Background: an optimization exercise with open tools, aiming at small area, a short achievable clock period and few clock cycles. Do not read the settings as production practice.
The RTL was checked by simulation tests, not by an equivalence proof against the original design.
Power and IR drop assume default switching activity.

==> design.v <==
module DT(
	input 			        clk, 
	input			        reset,
	input		    [15:0]	sti_di,
	input		    [7:0]	res_di,
	output	reg		        done ,
	output	reg		        sti_rd ,
	output	reg 	[9:0]	sti_addr ,
	output	reg		        res_wr ,
	output	reg		        res_rd ,
	output	reg 	[13:0]	res_addr,
	output	reg 	[7:0]	res_do
);
localparam IDLE = 4'd0;
localparam F = 4'd1;
localparam F_NW = 4'd2;
localparam F_N = 4'd3;
localparam F_NE = 4'd4;
localparam F_WRITE = 4'd5;
localparam B = 4'd6;
localparam B_SE = 4'd7;
localparam B_S = 4'd8;
localparam B_SW = 4'd9;
localparam B_READ_CUR = 4'd10;
localparam B_WRITE = 4'd11;
localparam FINISH = 4'd12;
reg pixel;
reg pre_is_obj;
reg [3:0] state, nxt_state;
reg [7:0] data [0:4];
reg [13:0] pos;
wire [6:0] pos_col = pos[6:0];
wire [6:0] pos_row = pos[13:7];
wire [13:0] pos_e = pos + {7'd0,7'd1};
wire [13:0] pos_se = pos + {7'd1,7'd1};
wire [13:0] pos_s = pos + {7'd1,7'd0};
wire [13:0] pos_sw = pos + {7'd0,7'd127};
wire [13:0] pos_w = pos - {7'd0,7'd1};
wire [13:0] pos_ne = pos - {7'd0, 7'd127};
wire [13:0] pos_n = pos - {7'd1,7'd0};
wire [13:0] pos_nw = pos - {7'd1,7'd1};
wire [7:0] min1 = ((data[0]<data[1]) ? data[0] : data[1]);
wire [7:0] min2 = ((data[2]<data[3]) ? data[2] : data[3]);
wire [7:0] f_res =  (min1 < min2 ? min1 : min2) + 1;
wire [7:0] b_res = ((f_res < data[4]) ? f_res : data[4]);
always @(posedge clk  ) begin
	if (!reset) state <= IDLE;
	else state <= nxt_state; 
end
always @(*) begin
	sti_rd <= 1;
	sti_addr <= pos[13:4]; 
	pixel <= sti_di[~pos_col[3:0]]; 
	res_rd <= ~res_wr;
end
always @(*) begin
	nxt_state <= state;
	case(state) 
		IDLE: nxt_state <= F;
		F: begin 
			if (pos_row == 7'd127) nxt_state <= B;  
			else if (pixel) nxt_state <= (pre_is_obj ? F_NE : F_NW);
			else nxt_state <= F;
		end
		F_NW: nxt_state <= F_N;
		F_N: nxt_state <= F_NE;
		F_NE: nxt_state <= F_WRITE;
		F_WRITE: nxt_state <= F;
		B: begin
			if (pos_row == 0) nxt_state <= FINISH;
			else if (pixel) nxt_state <= (pre_is_obj ? B_SW : B_SE);
			else nxt_state <= B;
		end
		B_SE: nxt_state <= B_S;
		B_S: nxt_state <= B_SW;
		B_SW: nxt_state <= B_READ_CUR;
		B_READ_CUR: nxt_state <= B_WRITE;
		B_WRITE: nxt_state <= B;
	endcase
end
always @(posedge clk) begin
	res_wr <= 0; 
	case(state) 
		IDLE: begin
			pos <= {7'd1, 7'd1};
			pre_is_obj <= 0;
			done <= 0;
		end
		F: begin
			if (pixel) begin
				res_addr <= (pre_is_obj ? pos_ne : pos_nw);
			end
			else begin
				pre_is_obj <= 0;
				pos <= pos_e;
			end
		end
		F_NW: begin
			data[3] <= 0;  
			data[0] <= res_di;
			res_addr <= pos_n;
		end
		F_N: begin
			data[1] <= res_di;
			res_addr <= pos_ne;
		end
		F_NE: begin
			data[2] <= res_di;
		end
		F_WRITE: begin
			res_wr <= 1;
			res_addr <= pos;
			res_do <= f_res;
			data[0] <= data[1];
			data[1] <= data[2];
			data[3] <= f_res;
			pos <= pos_e;
			pre_is_obj <= 1;
		end
		B: begin
			if (pixel) begin
				res_addr <= (pre_is_obj ? pos_sw : pos_se);
			end
			else begin
				pos <= pos_w;
				pre_is_obj <= 0;
			end
		end
		B_SE: begin
			data[3] <= 0;
			data[0] <= res_di;
			res_addr <= pos_s;
		end
		B_S: begin
			data[1] <= res_di;
			res_addr <= pos_sw;
		end
		B_SW: begin
			data[2] <= res_di;
			res_addr <= pos;  
		end
		B_READ_CUR: begin
			data[4] <= res_di;
		end
		B_WRITE: begin
			res_wr <= 1;
			res_addr <= pos;
			res_do <= b_res;
			data[0] <= data[1];
			data[1] <= data[2];
			data[3] <= b_res;
			pos <= pos_w;
			pre_is_obj <= 1;
		end
		FINISH: begin 
			done <= 1;
		end
	endcase
end
endmodule
==> run.sh <==
#!/bin/bash
# synth_recipe.tcl (not shown) runs the flow's synth.tcl, then flattens the netlist and writes it again
# the make line also repeats each setting of config.mk as NAME=value (left out here)
make -C /OpenROAD-flow-scripts/flow DESIGN_CONFIG=/design/flow/config.mk WORK_HOME=/design/flow/orfs CLKGATE_MAP_FILE= SYNTH_SCRIPT=/design/flow/synth_recipe.tcl finish
==> config.mk <==
export PLATFORM = sky130hd
export DESIGN_NAME = DT
export DESIGN_NICKNAME = DT
export VERILOG_FILES = /design/flow/design.v
export SDC_FILE = /design/flow/constraint.sdc
export NUM_CORES = 4
export LEC_CHECK = 0
export CAP_MARGIN = 20
export CORE_MARGIN = 2
export CORE_UTILIZATION = 40
export PLACE_DENSITY = 0.6
export SLEW_MARGIN = 20
==> constraint.sdc <==
create_clock -name core_clock -period 7.0 [get_ports {clk}]
set_input_delay 1.4000 -clock core_clock [delete_from_list [all_inputs] [get_ports {clk}]]
set_output_delay 1.4000 -clock core_clock [all_outputs]
set_load 0.01 [all_outputs]
==> flow_summary.toml <==
[timing]
min_period_ns = 6.54
rsz0062_at_grt = "no"
tns_ns = 0
slew_violations = 0
fmax_ghz = 0.153
worst_slew_pin_slew_ns = 0.875
fin_worst_skew_ns = 0.0125
setup_violations = 0
relSlewSlack_pct = 41.5
hold_viol_final = 0
timing.final.crit_share_pct = 93.5
setup_ws_ns = 0.457

[grt]
grt_start_max_net_pins = 26
grtUsageTotal_pct = 20.2
grt_pass1_vias = 5418
grt_antenna_before_repair = 0
overflow = 0
grt_pass1_wl_um = 28400

[detailed_routing]
first_pass_iters = 5
routed_wl_um = 18000
drt_iter0_drc = 612
antenna_left = 0
drt-wirelength-per-cell_um = 18.6
vias = 5595
drcViolationCount = 0
routed_via_density = 5.79

[yosys]
synthDominantCellAreaShare_pct = 34.7
synthTopCellsByArea = "edfxtp_1, ha_1, nand2_1"
yosysUniqueCellTypes = 76
yosysWarningCount = 2
netlist_instances = 704
synth.largest_area_cell = "edfxtp_1"
synthArstFlopShare_pct = 0
syn_area_um2 = 6750
synth.yosys.seq_area_share_pct = 36.2
ys_ff_latch = 83
syn_avg_cell_area_um2 = 9.59
synth_common_cells = "edfxtp_1, nand2_1, a21oi_1, inv_1, nor2_1"
synth_edf_count = 78
syn_nets = 779
synthFlopType = "edfxtp_1"
synth.most_common_cell = "edfxtp_1"

[clocking]
cts-root-buf = "clkbuf_16"
hold_buffers = 0
clockBufferDepth = 2
clk_pin_slew_ns = 0.07
insertion_delay_ns = 0.35
htree_levels = 3
cts_tree = "done"
cts_resized = 0
cts_buffers = 9
clock-sinks = 83
postCtsSetupRepairBufs = 0

[final_layout]
drive_above_1_share_pct = 8.85
finalNetCount = 816
nFillCells = 1502
antenna_cells = 0
finish.utilization_pct = 47.0
final_cells = 966
area_delta_synth_final_pct = 15.0
final_cell_area_um2 = 7760

[power]
power_density_nw_per_um2 = 543
ir_worst_vdd_mv = 0.208
p_leak_uw = 0.00305

[critical_path]
max_stage_delay_ns = 0.64
cp_slowest_cell = "a21oi_2"
start_kind = "register"
critPathArrivalTime_ns = 6.64
path_buf_inv = 3
worstPathRequired_ns = 7.10
cp_common_cell = "ha_1"
critPathMaxFanout = 13
critPathCaptureType = "register"
path_class = "reg2reg"
cpLargestDelayFamily = "compound AO/OA/AOI/OAI gates"

[placement]
place_area_um2 = 7450
placed_cells = 950
pre_cts_ws_ns = 0.530
gp_congestion = 0.946
numPortBuffers = 60
hpwl_um = 14000

[floorplan]
die-area_um2 = 17900
die_h_um = 134
io_pins = 62
initial_core_util_pct = 40.8
die_w_um = 134
coreArea_um2 = 16500
row_count = 47

[status]
status = "complete, no violations"

[job]
cap_violations = 0

[hold_path]
hp-class = "reg2reg"
-- path summary, 6_finish.rpt --
kind / slack (ns) / endpoint / depth (start not counted) / from
max: 0.46 / res_do[7] / 25 / data[1][2]
min: 0.61 / res_do[7] / 1 / data[4][7]
max reg2reg: 0.46 / res_do[7] / 25 / data[1][2]
min reg2reg: 0.61 / res_do[7] / 1 / data[4][7]
-- registers in the layout (all words and copies together) (netlist names) --
name	flops
done	1
res_wr	1
pos	14
res_addr	14
res_do	8
state	4
pre_is_obj	1
data	40
-- power by group --
group          switching (µW)  internal, µW  leakage, µW
combinational            1450          1150      0.00214
sequential                247           867     0.000781
clock                     211           278     0.000130
-- per-layer routing --
metal	vias up	track usage [%]	wire length, µm
met2	155	36.1	9230
met1	2733	25.2	7780
met3	22	2.99	629
met5	-	0	0
met4	0	6.09	320
li1	2685	-	-
-- placed cells by master (no fill, tap or decap), types with 8 or more instances in the layout --
cell type / synthesis / routed
edfxtp_1: 78 / 78
nand2_1: 66 / 66
clkdlybuf4s50_1: 0 / 60
inv_1: 48 / 48
nor2_1: 48 / 48
a21oi_1: 48 / 47
ha_1: 47 / 47
o21ai_0: 34 / 34
xnor2_1: 26 / 26
mux2i_1: 23 / 23
a21o_1: 18 / 18
nor3_1: 17 / 17
nand3_1: 16 / 16
mux2_2: 15 / 15
nand2b_1: 11 / 11
xor2_1: 11 / 11
and2_1: 10 / 10
nand4_1: 10 / 10
o211ai_1: 9 / 9
clkbuf_16: 0 / 9
mux2_4: 8 / 8
o22ai_1: 8 / 8
-- through the flow --
| stage | hold WS (ns) | power, µW |
|---|---|---|
| 2_1_floorplan | 0.535 | 2960 |
| 3_3_place_gp | 0.600 | 3660 |
| 3_5_place_dp | 0.596 | 3720 |
| 4_1_cts | 0.613 | 4220 |
| 5_1_grt | 0.627 | 4530 |
| 6_report | 0.613 | 4210 |
-- cells by family after synthesis --
family | count (synthesis) | share of synthesized area, %
other cells | 1 | 0.0556
simple gates | 212 | 15.1
xor+xnor | 37 | 4.80
buf+inv | 86 | 5.65
compound gates | 183 | 19.2
fa+ha+maj | 50 | 9.47
flops | 83 | 36.2
mux | 52 | 9.53
-- area by class of cell --
| cell class | instances | area [µm²] | share of cell area [%] |
|---|---|---|---|
| repair buffers | 64 | 631 | 8.13 |
| inverters | 48 | 180 | 2.32 |
| clock buffers | 9 | 225 | 2.90 |
| multi-input cells | 535 | 3930 | 50.6 |
| well taps | 220 | 275 | 3.55 |
| clock inverters | 7 | 76.3 | 0.984 |
| flip-flops and latches | 83 | 2440 | 31.5 |
Testbench counts, summed over its fixed seeds: cycles 1,441,957.

==> separate check: timing with driven ports <==
The results above use ideal ports. As a check the final layout listed here was re-extracted and re-timed, cells and wires unchanged. Step 1 assumes that a clkbuf_16 drives the clock port and a buf_2 every other input. Step 2, shift: input delay + t, output delay - t, t = (earliest + latest rising clock arrival at the registers) / 2. This alone moves slack from input paths to output paths. Three values: no drivers, after step 1, after step 2; two values: the first two.
t (ns): 0.390
setup slack, ns: 0.457 / 0.457 / 0.457
hold slack, ns: 0.613 / 0.613 / 0.613
slew at the worst register clock pin (ns): 0.07 / 0.07
After both steps setup and hold are still met in this run. For this run, drivers alone change the setup slack by 0.000 ns; drivers and shift together by 0.000 ns.
